This design comes from an exercise in tuning for small area on the open sky130 flow, not from production work.
Only simulation tests tie the RTL to the original design; equivalence was not proved.
No activity file was given, so power comes from the tool's default toggle rates.

===== flow/config.mk =====
export PLATFORM = sky130hd
export DESIGN_NAME = calc_logic
export DESIGN_NICKNAME = calc_logic
export VERILOG_FILES = /design/flow/design.v
export SDC_FILE = /design/flow/constraint.sdc
export NUM_CORES = 4
export LEC_CHECK = 0
export CAP_MARGIN = 20
export CORE_MARGIN = 2
export CORE_UTILIZATION = 40
export SLEW_MARGIN = 20
export SYNTH_HIERARCHICAL = 1
export SYNTH_MINIMUM_KEEP_SIZE = 0

===== flow/constraint.sdc =====
create_clock -name core_clock -period 8.0 [get_ports {clk}]
set_input_delay 1.6000 -clock core_clock [delete_from_list [all_inputs] [get_ports {clk}]]
set_output_delay 1.6000 -clock core_clock [all_outputs]
set_load 0.01 [all_outputs]

===== flow/design.v =====
module calc_logic(
   input clk,
   input rst,
   input [4:0] keycode,
   input newkey,
   output [15:0] Xdisplay,
   output LED_NEG_digit,
   output LED_OVW
   );
   reg [17:0] X, Y;
   reg [1:0] OP;
   assign Xdisplay = X[15:0];
   assign LED_OVW = X[16];
   assign LED_NEG_digit = X[17];
   wire digit  = newkey & keycode[4];
   wire optr   = newkey & (keycode[4:2] == 3'b010);
   wire clra   = newkey & (keycode == 5'b00100);
   wire equals = newkey & (keycode == 5'b00011);
   wire sqr    = newkey & (keycode == 5'b00001);
   wire chs    = newkey & (keycode == 5'b00010);
   wire eq_add = equals & (OP == 2'b11);
   wire eq_sub = equals & (OP == 2'b10);
   wire eq_mul = equals & (OP == 2'b01);
   wire hold   = ~newkey | (keycode == 5'b00000) | (keycode == 5'b00101) |
                 (keycode == 5'b00110) | (keycode == 5'b00111) |
                 (keycode == 5'b01101) | (keycode == 5'b01110) |
                 (keycode == 5'b01111) | (equals & (OP == 2'b00));
   wire ysel   = eq_add | eq_sub;
   wire c_one  = hold | eq_add | eq_sub | chs;    
   wire c_neg  = eq_sub | chs;                    
   wire [8:0] one, two, neg;
   wire one2_top;
   wire [3:0] C = ({4{ysel}} & Y[3:0]) | ({4{digit}} & keycode[3:0]);
   wire [17:0] B = ({18{sqr}} & X) | ({18{eq_mul}} & Y);
   wire [8:0] e_one, e_two, e_neg;
   calc_benc u_enc (.b(B), .one(e_one), .two(e_two), .neg(e_neg));
   assign one = e_one | {6'b0, digit, 1'b0, c_one};
   assign two = e_two;
   assign neg = e_neg | {8'b0, c_neg};
   assign one2_top = e_one[2];
   wire p1, p2, p3, p4, p5, p6, p7, p8, p9, p10, p11, p12, p13, p14, p15, p16, p17, p18, p19, p20, p21, p22, p23, p24, p25, p26, p27, p28, p29, p30, p31, p32, p33, p34, p35, p36, p37, p38, p39, p40, p41, p42, p43, p44, p45, p46, p47, p48, p49, p50, p51, p52, p53, p54, p55, p56, p57, p58, p59, p60, p61, p62, p63, p64, p65, p66, p67, p68, p69, p70, p71, p72, p73, p74, p75, p76, p77, p78, p79, p80, p81, p82, p83, p84, p85, p86, p87, p88, p89, p90, s91, c92, x93, s94, c95, s96, c97, s98, c99, s100, c101, s102, c103, s104, c105, s106, c107, s108, c109, s110, c111, s112, c113, s114, c115, s116, c117, s118, c119, s120, c121, s122, c123, x124, x125, x126, s127, c128, s129, c130, s131, c132, s133, c134, s135, c136, s137, c138, s139, c140, s141, c142, s143, c144, s145, c146, s147, c148, s149, c150, s151, c152, s153, c154, s155, c156, s157, c158, s159, c160, s161, c162, s163, c164, s165, c166, x167, x168, s169, c170, s171, c172, s173, c174, s175, c176, s177, c178, s179, c180, s181, c182, s183, c184, s185, c186, s187, c188, s189, c190, s191, c192, s193, c194, s195, c196, s197, c198, x199, s200, c201, s202, c203, s204, c205, s206, c207, s208, c209, s210, c211, s212, c213, s214, c215, s216, c217, s218, c219, s220, c221, s222, c223, s224, c225, s226, c227, s228, c229, s230, c231, s232, c233, x234, s235, c236, s237, c238, s239, c240, s241, c242, s243, c244, s245, c246, s247, c248, s249, c250, s251, c252, s253, c254, s255, c256, s257, c258, s259, c260, s261, c262, s263, c264, s265, c266, s267, c268, x269, g270, g271, q272, g273, q274, g275, q276, g277, q278, g279, q280, g281, q282, g283, q284, g285, q286, g287, g288, q289, g290, q291, g292, q293, g294, g295, q296, g297, g298, g299, g300, g301, g302, g303, g304, g305, g306, g307, g308, g309, g310, x311, x312, x313, x314, x315, x316, x317, x318, x319, x320, x321, x322, x323, x324, x325, x326, x327;
   calc_bsel u_bs0_0 (.one(one[0]), .two(two[0]), .neg(neg[0]), .x1(X[0]), .x2(1'b0), .p(p1));
   calc_bsel u_bs1_0 (.one(one[0]), .two(two[0]), .neg(neg[0]), .x1(X[1]), .x2(X[0]), .p(p2));
   calc_bsel u_bs2_0 (.one(one[0]), .two(two[0]), .neg(neg[0]), .x1(X[2]), .x2(X[1]), .p(p3));
   calc_bsel u_bs3_0 (.one(one[0]), .two(two[0]), .neg(neg[0]), .x1(X[3]), .x2(X[2]), .p(p4));
   calc_bsel u_bs4_0 (.one(one[0]), .two(two[0]), .neg(neg[0]), .x1(X[4]), .x2(X[3]), .p(p5));
   calc_bsel u_bs5_0 (.one(one[0]), .two(two[0]), .neg(neg[0]), .x1(X[5]), .x2(X[4]), .p(p6));
   calc_bsel u_bs6_0 (.one(one[0]), .two(two[0]), .neg(neg[0]), .x1(X[6]), .x2(X[5]), .p(p7));
   calc_bsel u_bs7_0 (.one(one[0]), .two(two[0]), .neg(neg[0]), .x1(X[7]), .x2(X[6]), .p(p8));
   calc_bsel u_bs8_0 (.one(one[0]), .two(two[0]), .neg(neg[0]), .x1(X[8]), .x2(X[7]), .p(p9));
   calc_bsel u_bs9_0 (.one(one[0]), .two(two[0]), .neg(neg[0]), .x1(X[9]), .x2(X[8]), .p(p10));
   calc_bsel u_bs10_0 (.one(one[0]), .two(two[0]), .neg(neg[0]), .x1(X[10]), .x2(X[9]), .p(p11));
   calc_bsel u_bs11_0 (.one(one[0]), .two(two[0]), .neg(neg[0]), .x1(X[11]), .x2(X[10]), .p(p12));
   calc_bsel u_bs12_0 (.one(one[0]), .two(two[0]), .neg(neg[0]), .x1(X[12]), .x2(X[11]), .p(p13));
   calc_bsel u_bs13_0 (.one(one[0]), .two(two[0]), .neg(neg[0]), .x1(X[13]), .x2(X[12]), .p(p14));
   calc_bsel u_bs14_0 (.one(one[0]), .two(two[0]), .neg(neg[0]), .x1(X[14]), .x2(X[13]), .p(p15));
   calc_bsel u_bs15_0 (.one(one[0]), .two(two[0]), .neg(neg[0]), .x1(X[15]), .x2(X[14]), .p(p16));
   calc_bsel u_bs16_0 (.one(one[0]), .two(two[0]), .neg(neg[0]), .x1(X[16]), .x2(X[15]), .p(p17));
   calc_bsel u_bs17_0 (.one(one[0]), .two(two[0]), .neg(neg[0]), .x1(X[17]), .x2(X[16]), .p(p18));
   calc_bsel u_bs2_1 (.one(one[1]), .two(two[1]), .neg(neg[1]), .x1(X[0]), .x2(1'b0), .p(p19));
   calc_bsel u_bs3_1 (.one(one[1]), .two(two[1]), .neg(neg[1]), .x1(X[1]), .x2(X[0]), .p(p20));
   calc_bsel3 u_bs4_1 (.one(one[1]), .two(two[1]), .neg(neg[1]), .ys(ysel), .x1(X[2]), .x2(X[1]), .y(Y[4]), .p(p21));
   calc_bsel3 u_bs5_1 (.one(one[1]), .two(two[1]), .neg(neg[1]), .ys(ysel), .x1(X[3]), .x2(X[2]), .y(Y[5]), .p(p22));
   calc_bsel3 u_bs6_1 (.one(one[1]), .two(two[1]), .neg(neg[1]), .ys(ysel), .x1(X[4]), .x2(X[3]), .y(Y[6]), .p(p23));
   calc_bsel3 u_bs7_1 (.one(one[1]), .two(two[1]), .neg(neg[1]), .ys(ysel), .x1(X[5]), .x2(X[4]), .y(Y[7]), .p(p24));
   calc_bsel3 u_bs8_1 (.one(one[1]), .two(two[1]), .neg(neg[1]), .ys(ysel), .x1(X[6]), .x2(X[5]), .y(Y[8]), .p(p25));
   calc_bsel3 u_bs9_1 (.one(one[1]), .two(two[1]), .neg(neg[1]), .ys(ysel), .x1(X[7]), .x2(X[6]), .y(Y[9]), .p(p26));
   calc_bsel3 u_bs10_1 (.one(one[1]), .two(two[1]), .neg(neg[1]), .ys(ysel), .x1(X[8]), .x2(X[7]), .y(Y[10]), .p(p27));
   calc_bsel3 u_bs11_1 (.one(one[1]), .two(two[1]), .neg(neg[1]), .ys(ysel), .x1(X[9]), .x2(X[8]), .y(Y[11]), .p(p28));
   calc_bsel3 u_bs12_1 (.one(one[1]), .two(two[1]), .neg(neg[1]), .ys(ysel), .x1(X[10]), .x2(X[9]), .y(Y[12]), .p(p29));
   calc_bsel3 u_bs13_1 (.one(one[1]), .two(two[1]), .neg(neg[1]), .ys(ysel), .x1(X[11]), .x2(X[10]), .y(Y[13]), .p(p30));
   calc_bsel3 u_bs14_1 (.one(one[1]), .two(two[1]), .neg(neg[1]), .ys(ysel), .x1(X[12]), .x2(X[11]), .y(Y[14]), .p(p31));
   calc_bsel3 u_bs15_1 (.one(one[1]), .two(two[1]), .neg(neg[1]), .ys(ysel), .x1(X[13]), .x2(X[12]), .y(Y[15]), .p(p32));
   calc_bsel3 u_bs16_1 (.one(one[1]), .two(two[1]), .neg(neg[1]), .ys(ysel), .x1(X[14]), .x2(X[13]), .y(Y[16]), .p(p33));
   calc_bsel3 u_bs17_1 (.one(one[1]), .two(two[1]), .neg(neg[1]), .ys(ysel), .x1(X[15]), .x2(X[14]), .y(Y[17]), .p(p34));
   calc_bsel u_bs4_2 (.one(one[2]), .two(two[2]), .neg(neg[2]), .x1(X[0]), .x2(1'b0), .p(p35));
   calc_bsel u_bs5_2 (.one(one[2]), .two(two[2]), .neg(neg[2]), .x1(X[1]), .x2(X[0]), .p(p36));
   calc_bsel u_bs6_2 (.one(one[2]), .two(two[2]), .neg(neg[2]), .x1(X[2]), .x2(X[1]), .p(p37));
   calc_bsel u_bs7_2 (.one(one[2]), .two(two[2]), .neg(neg[2]), .x1(X[3]), .x2(X[2]), .p(p38));
   calc_bsel u_bs8_2 (.one(one[2]), .two(two[2]), .neg(neg[2]), .x1(X[4]), .x2(X[3]), .p(p39));
   calc_bsel u_bs9_2 (.one(one[2]), .two(two[2]), .neg(neg[2]), .x1(X[5]), .x2(X[4]), .p(p40));
   calc_bsel u_bs10_2 (.one(one[2]), .two(two[2]), .neg(neg[2]), .x1(X[6]), .x2(X[5]), .p(p41));
   calc_bsel u_bs11_2 (.one(one[2]), .two(two[2]), .neg(neg[2]), .x1(X[7]), .x2(X[6]), .p(p42));
   calc_bsel u_bs12_2 (.one(one[2]), .two(two[2]), .neg(neg[2]), .x1(X[8]), .x2(X[7]), .p(p43));
   calc_bsel u_bs13_2 (.one(one[2]), .two(two[2]), .neg(neg[2]), .x1(X[9]), .x2(X[8]), .p(p44));
   calc_bsel u_bs14_2 (.one(one[2]), .two(two[2]), .neg(neg[2]), .x1(X[10]), .x2(X[9]), .p(p45));
   calc_bsel u_bs15_2 (.one(one[2]), .two(two[2]), .neg(neg[2]), .x1(X[11]), .x2(X[10]), .p(p46));
   calc_bsel u_bs16_2 (.one(one[2]), .two(two[2]), .neg(neg[2]), .x1(X[12]), .x2(X[11]), .p(p47));
   calc_bsel u_bs17_2 (.one(one2_top), .two(two[2]), .neg(neg[2]), .x1(X[13]), .x2(X[12]), .p(p48));
   calc_bsel u_bs6_3 (.one(one[3]), .two(two[3]), .neg(neg[3]), .x1(X[0]), .x2(1'b0), .p(p49));
   calc_bsel u_bs7_3 (.one(one[3]), .two(two[3]), .neg(neg[3]), .x1(X[1]), .x2(X[0]), .p(p50));
   calc_bsel u_bs8_3 (.one(one[3]), .two(two[3]), .neg(neg[3]), .x1(X[2]), .x2(X[1]), .p(p51));
   calc_bsel u_bs9_3 (.one(one[3]), .two(two[3]), .neg(neg[3]), .x1(X[3]), .x2(X[2]), .p(p52));
   calc_bsel u_bs10_3 (.one(one[3]), .two(two[3]), .neg(neg[3]), .x1(X[4]), .x2(X[3]), .p(p53));
   calc_bsel u_bs11_3 (.one(one[3]), .two(two[3]), .neg(neg[3]), .x1(X[5]), .x2(X[4]), .p(p54));
   calc_bsel u_bs12_3 (.one(one[3]), .two(two[3]), .neg(neg[3]), .x1(X[6]), .x2(X[5]), .p(p55));
   calc_bsel u_bs13_3 (.one(one[3]), .two(two[3]), .neg(neg[3]), .x1(X[7]), .x2(X[6]), .p(p56));
   calc_bsel u_bs14_3 (.one(one[3]), .two(two[3]), .neg(neg[3]), .x1(X[8]), .x2(X[7]), .p(p57));
   calc_bsel u_bs15_3 (.one(one[3]), .two(two[3]), .neg(neg[3]), .x1(X[9]), .x2(X[8]), .p(p58));
   calc_bsel u_bs16_3 (.one(one[3]), .two(two[3]), .neg(neg[3]), .x1(X[10]), .x2(X[9]), .p(p59));
   calc_bsel u_bs17_3 (.one(one[3]), .two(two[3]), .neg(neg[3]), .x1(X[11]), .x2(X[10]), .p(p60));
   calc_bsel u_bs8_4 (.one(one[4]), .two(two[4]), .neg(neg[4]), .x1(X[0]), .x2(1'b0), .p(p61));
   calc_bsel u_bs9_4 (.one(one[4]), .two(two[4]), .neg(neg[4]), .x1(X[1]), .x2(X[0]), .p(p62));
   calc_bsel u_bs10_4 (.one(one[4]), .two(two[4]), .neg(neg[4]), .x1(X[2]), .x2(X[1]), .p(p63));
   calc_bsel u_bs11_4 (.one(one[4]), .two(two[4]), .neg(neg[4]), .x1(X[3]), .x2(X[2]), .p(p64));
   calc_bsel u_bs12_4 (.one(one[4]), .two(two[4]), .neg(neg[4]), .x1(X[4]), .x2(X[3]), .p(p65));
   calc_bsel u_bs13_4 (.one(one[4]), .two(two[4]), .neg(neg[4]), .x1(X[5]), .x2(X[4]), .p(p66));
   calc_bsel u_bs14_4 (.one(one[4]), .two(two[4]), .neg(neg[4]), .x1(X[6]), .x2(X[5]), .p(p67));
   calc_bsel u_bs15_4 (.one(one[4]), .two(two[4]), .neg(neg[4]), .x1(X[7]), .x2(X[6]), .p(p68));
   calc_bsel u_bs16_4 (.one(one[4]), .two(two[4]), .neg(neg[4]), .x1(X[8]), .x2(X[7]), .p(p69));
   calc_bsel u_bs17_4 (.one(one[4]), .two(two[4]), .neg(neg[4]), .x1(X[9]), .x2(X[8]), .p(p70));
   calc_bsel u_bs10_5 (.one(one[5]), .two(two[5]), .neg(neg[5]), .x1(X[0]), .x2(1'b0), .p(p71));
   calc_bsel u_bs11_5 (.one(one[5]), .two(two[5]), .neg(neg[5]), .x1(X[1]), .x2(X[0]), .p(p72));
   calc_bsel u_bs12_5 (.one(one[5]), .two(two[5]), .neg(neg[5]), .x1(X[2]), .x2(X[1]), .p(p73));
   calc_bsel u_bs13_5 (.one(one[5]), .two(two[5]), .neg(neg[5]), .x1(X[3]), .x2(X[2]), .p(p74));
   calc_bsel u_bs14_5 (.one(one[5]), .two(two[5]), .neg(neg[5]), .x1(X[4]), .x2(X[3]), .p(p75));
   calc_bsel u_bs15_5 (.one(one[5]), .two(two[5]), .neg(neg[5]), .x1(X[5]), .x2(X[4]), .p(p76));
   calc_bsel u_bs16_5 (.one(one[5]), .two(two[5]), .neg(neg[5]), .x1(X[6]), .x2(X[5]), .p(p77));
   calc_bsel u_bs17_5 (.one(one[5]), .two(two[5]), .neg(neg[5]), .x1(X[7]), .x2(X[6]), .p(p78));
   calc_bsel u_bs12_6 (.one(one[6]), .two(two[6]), .neg(neg[6]), .x1(X[0]), .x2(1'b0), .p(p79));
   calc_bsel u_bs13_6 (.one(one[6]), .two(two[6]), .neg(neg[6]), .x1(X[1]), .x2(X[0]), .p(p80));
   calc_bsel u_bs14_6 (.one(one[6]), .two(two[6]), .neg(neg[6]), .x1(X[2]), .x2(X[1]), .p(p81));
   calc_bsel u_bs15_6 (.one(one[6]), .two(two[6]), .neg(neg[6]), .x1(X[3]), .x2(X[2]), .p(p82));
   calc_bsel u_bs16_6 (.one(one[6]), .two(two[6]), .neg(neg[6]), .x1(X[4]), .x2(X[3]), .p(p83));
   calc_bsel u_bs17_6 (.one(one[6]), .two(two[6]), .neg(neg[6]), .x1(X[5]), .x2(X[4]), .p(p84));
   calc_bsel u_bs14_7 (.one(one[7]), .two(two[7]), .neg(neg[7]), .x1(X[0]), .x2(1'b0), .p(p85));
   calc_bsel u_bs15_7 (.one(one[7]), .two(two[7]), .neg(neg[7]), .x1(X[1]), .x2(X[0]), .p(p86));
   calc_bsel u_bs16_7 (.one(one[7]), .two(two[7]), .neg(neg[7]), .x1(X[2]), .x2(X[1]), .p(p87));
   calc_bsel u_bs17_7 (.one(one[7]), .two(two[7]), .neg(neg[7]), .x1(X[3]), .x2(X[2]), .p(p88));
   calc_bsel u_bs16_8 (.one(one[8]), .two(two[8]), .neg(neg[8]), .x1(X[0]), .x2(1'b0), .p(p89));
   calc_bsel u_bs17_8 (.one(one[8]), .two(two[8]), .neg(neg[8]), .x1(X[1]), .x2(X[0]), .p(p90));
   calc_ha u_ha1 (.a(neg[8]), .b(p17), .s(s91), .co(c92));
   assign x93 = p18 ^ p34;
   calc_ha u_ha2 (.a(neg[5]), .b(p11), .s(s94), .co(c95));
   calc_ha u_ha3 (.a(p12), .b(p28), .s(s96), .co(c97));
   calc_fa u_fa4 (.a(neg[6]), .b(p13), .c(p29), .s(s98), .co(c99));
   calc_ha u_ha5 (.a(p43), .b(p55), .s(s100), .co(c101));
   calc_fa u_fa6 (.a(p14), .b(p30), .c(p44), .s(s102), .co(c103));
   calc_ha u_ha7 (.a(p56), .b(p66), .s(s104), .co(c105));
   calc_fa u_fa8 (.a(neg[7]), .b(p15), .c(p31), .s(s106), .co(c107));
   calc_fa u_fa9 (.a(p45), .b(p57), .c(p67), .s(s108), .co(c109));
   calc_ha u_ha10 (.a(p75), .b(p81), .s(s110), .co(c111));
   calc_fa u_fa11 (.a(p16), .b(p32), .c(p46), .s(s112), .co(c113));
   calc_fa u_fa12 (.a(p58), .b(p68), .c(p76), .s(s114), .co(c115));
   calc_ha u_ha13 (.a(p82), .b(p86), .s(s116), .co(c117));
   calc_fa u_fa14 (.a(p33), .b(p47), .c(p59), .s(s118), .co(c119));
   calc_fa u_fa15 (.a(p69), .b(p77), .c(p83), .s(s120), .co(c121));
   calc_fa u_fa16 (.a(p87), .b(p89), .c(s91), .s(s122), .co(c123));
   assign x124 = p48 ^ p60 ^ p70;
   assign x125 = p78 ^ p84 ^ p88;
   assign x126 = p90 ^ c92 ^ x93;
   calc_ha u_ha17 (.a(neg[3]), .b(p7), .s(s127), .co(c128));
   calc_ha u_ha18 (.a(p8), .b(p24), .s(s129), .co(c130));
   calc_fa u_fa19 (.a(neg[4]), .b(p9), .c(p25), .s(s131), .co(c132));
   calc_ha u_ha20 (.a(p39), .b(p51), .s(s133), .co(c134));
   calc_fa u_fa21 (.a(p10), .b(p26), .c(p40), .s(s135), .co(c136));
   calc_ha u_ha22 (.a(p52), .b(p62), .s(s137), .co(c138));
   calc_fa u_fa23 (.a(p27), .b(p41), .c(p53), .s(s139), .co(c140));
   calc_fa u_fa24 (.a(p63), .b(p71), .c(s94), .s(s141), .co(c142));
   calc_fa u_fa25 (.a(p42), .b(p54), .c(p64), .s(s143), .co(c144));
   calc_fa u_fa26 (.a(p72), .b(c95), .c(s96), .s(s145), .co(c146));
   calc_fa u_fa27 (.a(p65), .b(p73), .c(p79), .s(s147), .co(c148));
   calc_fa u_fa28 (.a(c97), .b(s100), .c(s98), .s(s149), .co(c150));
   calc_fa u_fa29 (.a(p74), .b(p80), .c(c101), .s(s151), .co(c152));
   calc_fa u_fa30 (.a(s104), .b(c99), .c(s102), .s(s153), .co(c154));
   calc_fa u_fa31 (.a(p85), .b(c105), .c(s110), .s(s155), .co(c156));
   calc_fa u_fa32 (.a(c103), .b(s106), .c(s108), .s(s157), .co(c158));
   calc_fa u_fa33 (.a(c111), .b(s116), .c(c107), .s(s159), .co(c160));
   calc_fa u_fa34 (.a(c109), .b(s112), .c(s114), .s(s161), .co(c162));
   calc_fa u_fa35 (.a(c117), .b(c113), .c(c115), .s(s163), .co(c164));
   calc_fa u_fa36 (.a(s118), .b(s120), .c(s122), .s(s165), .co(c166));
   assign x167 = c119 ^ c121 ^ x124;
   assign x168 = x125 ^ c123 ^ x126;
   calc_ha u_ha37 (.a(C[2]), .b(neg[1]), .s(s169), .co(c170));
   calc_ha u_ha38 (.a(C[3]), .b(p4), .s(s171), .co(c172));
   calc_fa u_fa39 (.a(neg[2]), .b(p5), .c(p21), .s(s173), .co(c174));
   calc_ha u_ha40 (.a(p6), .b(p22), .s(s175), .co(c176));
   calc_fa u_fa41 (.a(p23), .b(p37), .c(p49), .s(s177), .co(c178));
   calc_fa u_fa42 (.a(p38), .b(p50), .c(c128), .s(s179), .co(c180));
   calc_fa u_fa43 (.a(p61), .b(c130), .c(s133), .s(s181), .co(c182));
   calc_fa u_fa44 (.a(c134), .b(s137), .c(c132), .s(s183), .co(c184));
   calc_fa u_fa45 (.a(c138), .b(c136), .c(s139), .s(s185), .co(c186));
   calc_fa u_fa46 (.a(c140), .b(s143), .c(c142), .s(s187), .co(c188));
   calc_fa u_fa47 (.a(c144), .b(s147), .c(c146), .s(s189), .co(c190));
   calc_fa u_fa48 (.a(c148), .b(s151), .c(c150), .s(s191), .co(c192));
   calc_fa u_fa49 (.a(c152), .b(s155), .c(c154), .s(s193), .co(c194));
   calc_fa u_fa50 (.a(c156), .b(s159), .c(c158), .s(s195), .co(c196));
   calc_fa u_fa51 (.a(c160), .b(s163), .c(c162), .s(s197), .co(c198));
   assign x199 = c164 ^ x167 ^ c166;
   calc_ha u_ha52 (.a(C[0]), .b(neg[0]), .s(s200), .co(c201));
   calc_ha u_ha53 (.a(C[1]), .b(p2), .s(s202), .co(c203));
   calc_fa u_fa54 (.a(p3), .b(p19), .c(s169), .s(s204), .co(c205));
   calc_fa u_fa55 (.a(c170), .b(p20), .c(s171), .s(s206), .co(c207));
   calc_fa u_fa56 (.a(p35), .b(c172), .c(s173), .s(s208), .co(c209));
   calc_fa u_fa57 (.a(p36), .b(s175), .c(c174), .s(s210), .co(c211));
   calc_fa u_fa58 (.a(c176), .b(s127), .c(s177), .s(s212), .co(c213));
   calc_fa u_fa59 (.a(s129), .b(c178), .c(s179), .s(s214), .co(c215));
   calc_fa u_fa60 (.a(s131), .b(c180), .c(s181), .s(s216), .co(c217));
   calc_fa u_fa61 (.a(s135), .b(c182), .c(s183), .s(s218), .co(c219));
   calc_fa u_fa62 (.a(s141), .b(c184), .c(s185), .s(s220), .co(c221));
   calc_fa u_fa63 (.a(s145), .b(c186), .c(s187), .s(s222), .co(c223));
   calc_fa u_fa64 (.a(s149), .b(c188), .c(s189), .s(s224), .co(c225));
   calc_fa u_fa65 (.a(s153), .b(c190), .c(s191), .s(s226), .co(c227));
   calc_fa u_fa66 (.a(s157), .b(c192), .c(s193), .s(s228), .co(c229));
   calc_fa u_fa67 (.a(s161), .b(c194), .c(s195), .s(s230), .co(c231));
   calc_fa u_fa68 (.a(s165), .b(c196), .c(s197), .s(s232), .co(c233));
   assign x234 = x168 ^ c198 ^ x199;
   calc_ha u_ha69 (.a(p1), .b(s200), .s(s235), .co(c236));
   calc_ha u_ha70 (.a(c201), .b(s202), .s(s237), .co(c238));
   calc_ha u_ha71 (.a(c203), .b(s204), .s(s239), .co(c240));
   calc_ha u_ha72 (.a(c205), .b(s206), .s(s241), .co(c242));
   calc_ha u_ha73 (.a(c207), .b(s208), .s(s243), .co(c244));
   calc_ha u_ha74 (.a(s210), .b(c209), .s(s245), .co(c246));
   calc_ha u_ha75 (.a(c211), .b(s212), .s(s247), .co(c248));
   calc_ha u_ha76 (.a(c213), .b(s214), .s(s249), .co(c250));
   calc_ha u_ha77 (.a(c215), .b(s216), .s(s251), .co(c252));
   calc_ha u_ha78 (.a(c217), .b(s218), .s(s253), .co(c254));
   calc_ha u_ha79 (.a(c219), .b(s220), .s(s255), .co(c256));
   calc_ha u_ha80 (.a(c221), .b(s222), .s(s257), .co(c258));
   calc_ha u_ha81 (.a(c223), .b(s224), .s(s259), .co(c260));
   calc_ha u_ha82 (.a(c225), .b(s226), .s(s261), .co(c262));
   calc_ha u_ha83 (.a(c227), .b(s228), .s(s263), .co(c264));
   calc_ha u_ha84 (.a(c229), .b(s230), .s(s265), .co(c266));
   calc_ha u_ha85 (.a(c231), .b(s232), .s(s267), .co(c268));
   assign x269 = c233 ^ x234;
   assign g270 = c236 | (s235 & 1'b0);
   assign g271 = c240 | (s239 & c238);
   assign q272 = s239 & s237;
   assign g273 = c244 | (s243 & c242);
   assign q274 = s243 & s241;
   assign g275 = c248 | (s247 & c246);
   assign q276 = s247 & s245;
   assign g277 = c252 | (s251 & c250);
   assign q278 = s251 & s249;
   assign g279 = c256 | (s255 & c254);
   assign q280 = s255 & s253;
   assign g281 = c260 | (s259 & c258);
   assign q282 = s259 & s257;
   assign g283 = c264 | (s263 & c262);
   assign q284 = s263 & s261;
   assign g285 = c268 | (s267 & c266);
   assign q286 = s267 & s265;
   assign g287 = g271 | (q272 & g270);
   assign g288 = g275 | (q276 & g273);
   assign q289 = q276 & q274;
   assign g290 = g279 | (q280 & g277);
   assign q291 = q280 & q278;
   assign g292 = g283 | (q284 & g281);
   assign q293 = q284 & q282;
   assign g294 = g288 | (q289 & g287);
   assign g295 = g292 | (q293 & g290);
   assign q296 = q293 & q291;
   assign g297 = g295 | (q296 & g294);
   assign g298 = g290 | (q291 & g294);
   assign g299 = g273 | (q274 & g287);
   assign g300 = g277 | (q278 & g294);
   assign g301 = g281 | (q282 & g298);
   assign g302 = g285 | (q286 & g297);
   assign g303 = c238 | (s237 & g270);
   assign g304 = c242 | (s241 & g287);
   assign g305 = c246 | (s245 & g299);
   assign g306 = c250 | (s249 & g294);
   assign g307 = c254 | (s253 & g300);
   assign g308 = c258 | (s257 & g298);
   assign g309 = c262 | (s261 & g301);
   assign g310 = c266 | (s265 & g297);
   assign x311 = s237 ^ g270;
   assign x312 = s239 ^ g303;
   assign x313 = s241 ^ g287;
   assign x314 = s243 ^ g304;
   assign x315 = s245 ^ g299;
   assign x316 = s247 ^ g305;
   assign x317 = s249 ^ g294;
   assign x318 = s251 ^ g306;
   assign x319 = s253 ^ g300;
   assign x320 = s255 ^ g307;
   assign x321 = s257 ^ g298;
   assign x322 = s259 ^ g308;
   assign x323 = s261 ^ g301;
   assign x324 = s263 ^ g309;
   assign x325 = s265 ^ g297;
   assign x326 = s267 ^ g310;
   assign x327 = x269 ^ g302;
   wire [17:0] nextX = {x327, x326, x325, x324, x323, x322, x321, x320, x319, x318, x317, x316, x315, x314, x313, x312, x311, s235};
   always @(posedge clk or posedge rst)
      if (rst) begin
         X <= 18'b0;
         OP <= 2'b0;
      end else begin
         X <= nextX;
         if (optr | clra) OP <= clra ? 2'b00 : keycode[1:0];
      end
   always @(posedge clk)
      if (optr) Y <= X;
endmodule
module calc_benc(input [17:0] b, output [8:0] one, output [8:0] two, output [8:0] neg);
   wire [18:0] bb = {b, 1'b0};
   genvar j;
   generate for (j = 0; j < 9; j = j + 1) begin : g_enc
      assign one[j] = bb[2*j+1] ^ bb[2*j];
      assign two[j] = (bb[2*j+2] & ~bb[2*j+1] & ~bb[2*j]) | (~bb[2*j+2] & bb[2*j+1] & bb[2*j]);
      assign neg[j] = bb[2*j+2];
   end endgenerate
endmodule
module calc_fa(input a, input b, input c, output s, output co);
   assign s = a ^ b ^ c;
   assign co = (a & b) | (a & c) | (b & c);
endmodule
module calc_ha(input a, input b, output s, output co);
   assign s = a ^ b;
   assign co = a & b;
endmodule
module calc_bsel(input one, input two, input neg, input x1, input x2, output p);
   assign p = ((one & x1) | (two & x2)) ^ neg;
endmodule
module calc_bsel3(input one, input two, input neg, input ys, input x1, input x2, input y, output p);
   assign p = ((one & x1) | (two & x2) | (ys & y)) ^ neg;
endmodule

===== flow/run.sh =====
#!/bin/bash
# synth_recipe.tcl (not shown) runs the flow's synth.tcl, then flattens the netlist and writes it again
# the make line also repeats each setting of config.mk as NAME=value (left out here)
make -C /OpenROAD-flow-scripts/flow DESIGN_CONFIG=/design/flow/config.mk WORK_HOME=/design/flow/orfs CLKGATE_MAP_FILE= SYNTH_SCRIPT=/design/flow/synth_recipe.tcl finish

==> summary.txt <==
cells by family after synthesis:
logic type	after synthesis	share of synthesized area [%]
xor gates and xnor gates	123	19.0
AOI/OAI and AO/OA	149	26.7
and+or+nand+nor	57	6.27
other	1	0.0661
DFF	38	18.4
buffers and inverters	20	2.18
adders and majority gates	93	27.4
how the worst max path moves through the flow:
stage / start / end / cells past startpoint
after detailed placement: keycode[4] / X[16] / 24
after global routing: keycode[4] / X[16] / 24
final: keycode[4] / X[16] / 24
after floorplan: keycode[2] / X[16] / 19
after global placement: keycode[4] / X[16] / 24
after CTS: keycode[4] / X[16] / 24
synth_stat cells, drive strengths merged, types with 2 or more instances:
library cell	n	area [µm²]
nor2	15	72.6
nand4	2	12.5
a22o	18	158
nor3	3	15.0
buf	14	101
a32o	4	40.0
a21oi	7	35.0
o21ai	14	70.1
xor2	10	87.6
xnor2	113	990
a211oi	2	15.0
a21o	6	45.0
nand3b	7	52.6
nor2b	3	18.8
fa	52	1040
ha	41	513
nand2b	10	70.1
o21bai	2	15.0
a222oi	14	140
nand2	12	47.6
dfrtp	20	500
edfxtp	18	541
a22oi	76	951
inv	6	22.5
per-module statistics from Yosys (local to each module, per instance):
module | flip-flops and latches | cell area (µm²) | copies in the design
calc_logic | 38 | 2040 | 1
calc_benc | 0 | 299 | 1
calc_bsel | 0 | 21.3 | 76
calc_fa | 0 | 20.0 | 52
calc_bsel3 | 0 | 18.8 | 14
calc_ha | 0 | 12.5 | 33
per-layer routing:
metal  wire length [µm]  up-vias  share of wire, %  track usage, %
met1               7150     2147                47            31.9
met4                178        0               1.2            3.48
met2               7080      132                46            35.5
met5                  0        -                 0               0
li1                   -     1936                 -               -
met3                949       20               6.2            3.51
area by class of cell:
class,count,area [µm²],share of cell area (%)
multi-input combinational,431,4540,69.8
sequential,38,1040,16.0
timing repair buffer,64,543,8.34
tap,180,225,3.46
clock buffer,6,129,1.98
inverter,6,22.5,0.346
clock inverter,2,8.76,0.135
state kept, by name, indices dropped and copies added (netlist names):
name / cells
Y: 18
OP: 2
X: 18
power groups by stage:
stage               logic (mW)  registers (mW)  clock network [mW]
floorplan                0.316           0.409                   0
global placement         0.580           0.398                   0
detailed placement       0.588           0.398                   0
CTS                      0.597           0.394               0.205
global route             0.652           0.404               0.212
finish                   0.590           0.397               0.201
critical path, cell delays in order:
cell             delay, ps
clkdlybuf4s50_1        570
nand2b_4               250
nor4b_4                280
nand2_2                150
nor2_8                 300
a22o_1                 240
buf_4                  320
nand2b_1                90
o22ai_1                130
buf_4                  240
a222oi_1               110
xnor2_1                330
fa_1                   480
fa_1                   540
fa_1                   430
ha_1                   340
nand4_1                130
nor2_1                  60
a211o_1                280
o21ai_0                290
nand2_1                110
ha_1                   190
nor2_1                 130
xnor2_1                130
==> summary.txt <==
Int Power 0.645 mW; main flop type after synthesis dfrtp_1; H-tree depth 2; R2R Path Start OP[1]; clk buf depth 2; Die W 123 µm; leakage 2.61 nW; Nets ~650; Worst-path clk slew 60 ps; Remaining Overflow, GRT 0; share of power burned in registers 33.4%; Post-Place Worst Slack approximately 300 ps; first-pass GRT wire length 25,500 µm; total chip power 1.19 mW; Post-synth EDFFs 18; minimum clock period 7490 ps; Switch Pwr 0.543 mW; total wire length 15,400 µm; Async SR Flop Fraction 52.6%; Hold WS approximately 540 ps; clock tree from TritonCTS built; DIE AREA 15,100 µm²; dpl hpwl 11,500 µm; Placed Instances between 700 and 800; Syn Inst Count approximately 480; DR WL/cell around 21 µm; RSZ-0062 raised after global routing no; Synth Register Bits 38; crit path capture type register; Post-CTS Resized 0; clk sinks 38; antenna-violating nets left 0; crit share post-route 93.7%; total track usage 22.0%; DR vias 4,235; Core Area ~14,000 µm²; Slew Limit Fails 0; Worst Tran Pin Value 965 ps; Reg2Reg Depth 22; type of the tightest min-delay check register to register; initial DRC count ~380; commonest non-fill, non-tap cell in the layout xnor2_1; HP Start OP[1]; Synth cell types 42; non-filler instance count after layout between 700 and 800; Vias per Instance ~5.8; maxcap violations 0; worst rel slew slack 35.7%; reg-to-reg endpoint X[16]; antenna violations before repair 0; setup tns final 0 ps; area delta synth->final 14.8%; Min-Delay Path Depth 2; Final setup viols 0; Yosys warning count 7; Crit path required time 8210 ps; Final Cell Area 6510 µm²; Mapped Area 5670 µm²; number of buffers inserted during clock tree synthesis 5; Fin Clk Skew 3.12 ps; Synth Area per Inst 11.8 µm²; Die Y 123 µm; Hold Crit Endpoint OP[1]; critical path peak fanout 21; vias in the first global route about 4,600; Post-CTS Setup Inserts 0; Peak VDD IR approximately 0.00014 V; PortBufs 25; power share of the clock group 16.9%; Worst EP arrival 7710 ps; Fillers 1,302; share of the yosys chip area belonging to registers 18.4%; Placer Congestion 0.866; Net Sw Frac a little under half; reg2reg setup slack about 2400 ps; Post-route DRC 0; most frequent cells in the layout xnor2_1 (113), a22oi_2 (76), fa_1 (52); startpoint types input port; post-layout worst setup margin slightly above 500 ps; later-pin clock latency in the skew report around 290 ps; Post-Place Cell Area 6370 µm²; ant diodes 0; Initial Utilization 40.9%; Root Buffer clkbuf_16; PwrDens 182 nW/µm²; layout cell share with drive strength beyond 1 a little under a quarter; kind of critical path input port to register; DR pass1 iterations 6; fin util 46.9%; Hold-fix buffers, CTS 0; largest net degree at the start of global routing 22; Max Fclk 0.133 GHz; placement row count 43; Comb pwr share 49.6%; final hold vios 0; status complete, no violations; top-level port count 26

## what the ideal ports hide
In the flow no input, the clock included, has a driving cell. The finished layout below was timed again as built, in two steps. Step 1 sets driving cells, clkbuf_16 on the clock port and buf_2 on the other inputs (assumed; they add their load-dependent delay and slew). Step 2 times the ports against the registers' clock, not the clock port: input delays grow and output delays shrink by t, the midpoint of the rising clock arrivals with the driver on. Three values: no drivers, after step 1, after step 2; two values: the first two.
t (ns): 0.322
setup slack, ns: 0.506 / 0.512 / 0.190
worst hold slack (ns): 0.540 / 0.540 / 0.540
worst setup path at the end: input to register
worst data-port slew with drivers (ns): 0.04
After both steps this run still meets setup and hold. For this run, drivers alone change the setup slack by +0.006 ns; drivers and shift together by -0.316 ns.
